Context: an optimization exercise on an open-source flow, tuned for small area, a short achievable clock period and few clock cycles. The choices shown serve that exercise and are no tape-out recipe. Only simulation tests tie the RTL to the original design; equivalence was not proved. No activity file was given, so power comes from the tool's default toggle rates.

== zinc ==
==> flow/design.v (excerpt) <==
module rsa_encrypt
(
  input wire clk,
  input wire rst,
  input wire [12:0] data,
  input wire [2:0] input_data_type,
  output wire [15:0] output_data,
  output wire ready
);
    reg [12:0] n;
    reg [12:0] e;
    reg [7:0]  m;
    reg [12:0] acc;
    reg [12:0] p;
    reg [3:0]  idx;
    reg [3:0]  eidx;
    reg        wbit;
    reg        op_mul;
    reg        busy;
    reg        start;    
    reg        prep;     
    assign ready = ~busy;
    assign output_data = {3'b000, acc};
    function [3:0] msb13(input [12:0] w);
        integer i;
        begin
            msb13 = 4'd0;
            for (i = 1; i < 13; i = i + 1)
                if (w[i]) msb13 = i[3:0];
        end
    endfunction
    function below13(input [12:0] w);
        integer i;
        begin
            below13 = w[0];
            for (i = 1; i < 13; i = i + 1)
                if (w[i]) below13 = w[i-1];
        end
    endfunction
    wire [3:0] msbe  = msb13(e);
    wire [3:0] msbm  = msb13({5'b00000, m});
    wire [3:0] msba  = msb13(acc);
    wire [3:0] msbd  = msb13({5'b00000, data[7:0]});
    wire       m_gt1 = (msbm != 4'd0);
    wire       a_gt1 = (msba != 4'd0);
    wire       d_gt1 = (msbd != 4'd0);
    wire [15:0] a2  = {2'b00, p, 1'b0};
    wire [15:0] ba  = wbit ? {3'b000, acc} : 16'd0;
    wire [15:0] nn1 = ~{3'b000, n};
    wire [15:0] nn2 = ~{2'b00, n, 1'b0};
    wire [15:0] x1  = a2 ^ ba ^ nn1;
    wire [15:0] c1  = (a2 & ba) | (a2 & nn1) | (ba & nn1);
    wire [15:0] x2  = a2 ^ ba ^ nn2;
  ...
Size: about 790 cells after synthesis, about 73 flip-flops, roughly 35 I/O pins, roughly 6600 µm² of cells after synthesis.
==> flow/config.mk <==
export PLATFORM = sky130hd
export DESIGN_NAME = rsa_encrypt
export DESIGN_NICKNAME = rsa_encrypt
export VERILOG_FILES = /design/flow/design.v
export SDC_FILE = /design/flow/constraint.sdc
export NUM_CORES = 4
export LEC_CHECK = 0
export CAP_MARGIN = 20
export CORE_MARGIN = 2
export CORE_UTILIZATION = 40
export CTS_BUF_LIST = sky130_fd_sc_hd__clkbuf_4 sky130_fd_sc_hd__clkbuf_8
export SETUP_SLACK_MARGIN = 3.7
export SLEW_MARGIN = 20
export TNS_END_PERCENT = 5
==> flow/constraint.sdc <==
create_clock -name core_clock -period 7.0 [get_ports {clk}]
set_input_delay 1.4000 -clock core_clock [delete_from_list [all_inputs] [get_ports {clk}]]
set_output_delay 1.4000 -clock core_clock [all_outputs]
set_load 0.01 [all_outputs]
standard.sh (not shown) runs the stock make flow with config.mk's settings and CLKGATE_MAP_FILE= SYNTH_SCRIPT=/design/flow/synth_recipe.tcl, a recipe that flattens the netlist after the stock synthesis.
==> flow/flow/run.sh <==
#!/bin/bash
# Standard layout, with the port buffers made of buf_1 cells instead of the
# automatically chosen delay buffers. The whole make output goes to
# standard_make.log; ORFS's own per-step logs are under orfs/logs/.
set -euo pipefail
bash standard.sh "BUFFER_PORTS_ARGS=-buffer_cell sky130_fd_sc_hd__buf_1" finish > standard_make.log 2>&1
Testbench counts of zinc, summed over its fixed seeds: cycles 37,062.
Input changes introduced in nickel (baseline for comparison: zinc):
# zinc
export LEC_CHECK = 0
export CAP_MARGIN = 20
export CORE_MARGIN = 2
export CORE_UTILIZATION = 40
export CTS_BUF_LIST = sky130_fd_sc_hd__clkbuf_4 sky130_fd_sc_hd__clkbuf_8
export SETUP_SLACK_MARGIN = 3.7
export SLEW_MARGIN = 20
export TNS_END_PERCENT = 5
create_clock -name core_clock -period 7.0 [get_ports {clk}]
# nickel
export LEC_CHECK = 0
export CAP_MARGIN = 20
export CORE_MARGIN = 2
export CORE_UTILIZATION = 40
export CTS_BUF_LIST = sky130_fd_sc_hd__clkbuf_4 sky130_fd_sc_hd__clkbuf_8
export SETUP_SLACK_MARGIN = 4.0
export SLEW_MARGIN = 20
export TNS_END_PERCENT = 5
create_clock -name core_clock -period 7.0 [get_ports {clk}]
### Flow results
nickel has utilization after layout above what zinc had. Looking at sequential share of layout area, nickel sits 0.15 points below zinc. nickel vs. zinc: number of instances in the synthesized netlist essentially unchanged, proportion of power drawn by the clock network moved down, number of instances resized during post-cts repair saw an increase. The longest individual stage delay on the worst path in nickel sits 0.11 ns below the value recorded for zinc. nickel reports a higher critical path buffer and inverter count than zinc does. In the tables for zinc and nickel, portion of total power attributed to sequential cells reads lower with zinc. Going from zinc to nickel, critical path depth now larger; routed wire length fell by about 1%.
Inputs modified between nickel and harbor:
# nickel
export LEC_CHECK = 0
export CAP_MARGIN = 20
export CORE_MARGIN = 2
export CORE_UTILIZATION = 40
export CTS_BUF_LIST = sky130_fd_sc_hd__clkbuf_4 sky130_fd_sc_hd__clkbuf_8
export SETUP_SLACK_MARGIN = 4.0
export SLEW_MARGIN = 20
export TNS_END_PERCENT = 5
create_clock -name core_clock -period 7.0 [get_ports {clk}]
# harbor
export LEC_CHECK = 0
export CAP_MARGIN = 20
export CORE_MARGIN = 2
export CORE_UTILIZATION = 40
export CTS_BUF_LIST = sky130_fd_sc_hd__clkbuf_4 sky130_fd_sc_hd__clkbuf_8
export SETUP_SLACK_MARGIN = 3.5
export SLEW_MARGIN = 20
export TNS_END_PERCENT = 5
create_clock -name core_clock -period 7.0 [get_ports {clk}]
Findings:
harbor ends up with a combinational power that is about 10% lower than in nickel.
nickel has a higher total cell area at the placement stage than harbor.
Switching share of power: harbor > nickel
diff inputs: harbor => raven
# harbor
export LEC_CHECK = 0
export CAP_MARGIN = 20
export CORE_MARGIN = 2
export CORE_UTILIZATION = 40
export CTS_BUF_LIST = sky130_fd_sc_hd__clkbuf_4 sky130_fd_sc_hd__clkbuf_8
export SETUP_SLACK_MARGIN = 3.5
export SLEW_MARGIN = 20
export TNS_END_PERCENT = 5
create_clock -name core_clock -period 7.0 [get_ports {clk}]
# raven
export LEC_CHECK = 0
export CAP_MARGIN = 20
export CORE_MARGIN = 2
export CORE_UTILIZATION = 40
export CTS_BUF_LIST = sky130_fd_sc_hd__clkbuf_4 sky130_fd_sc_hd__clkbuf_8
export SETUP_SLACK_MARGIN = 3.4
export SLEW_MARGIN = 20
create_clock -name core_clock -period 7.0 [get_ports {clk}]
==> flow/run.sh (new file) <==
#!/bin/bash
# synth_recipe.tcl (not shown) runs the flow's synth.tcl, then flattens the netlist and writes it again
# the make line also repeats each setting of config.mk as NAME=value (left out here)
make -C /OpenROAD-flow-scripts/flow DESIGN_CONFIG=/design/flow/config.mk WORK_HOME=/design/flow/orfs CLKGATE_MAP_FILE= SYNTH_SCRIPT=/design/flow/synth_recipe.tcl finish
removed: flow/flow/run.sh
removed: flow/standard.sh
Findings:
raven: final worst-path cycle share higher than harbor. raven: full flow OK, the timing, DRC and antenna checks passed. The higher final worst-path setup slack of harbor and raven is in harbor. Re buffer depth of the longest clock path: no difference whatsoever between harbor and raven.

==> static timing again, ports no longer ideal <==
The flow's constraints put no driver on any port. The routed layouts listed below were extracted and timed again, unchanged, in two steps.
Step 1, drivers: a clkbuf_16 drives clk and a buf_2 each remaining input, both assumed.
Step 2 times the ports against the registers' clock, not the clock port: input delays grow and output delays shrink by t, the midpoint of the rising clock arrivals with the driver on.
Slacks: ideal / step 1 / step 2; pairs: ideal / step 1.
run	t (ns)	slack for setup (ns)	worst setup path at the end
zinc	0.394	3.604 / 3.604 / 3.377	input to register
nickel	0.393	3.709 / 3.709 / 3.440	input to register
harbor	0.404	3.581 / 3.581 / 3.518	input to register
raven	0.399	3.536 / 3.536 / 3.394	input to register
After both steps setup and hold are still met in every run listed. The setup slack of nickel, which loses most, moves by 0.000 ns with the drivers and by -0.269 ns with both steps.
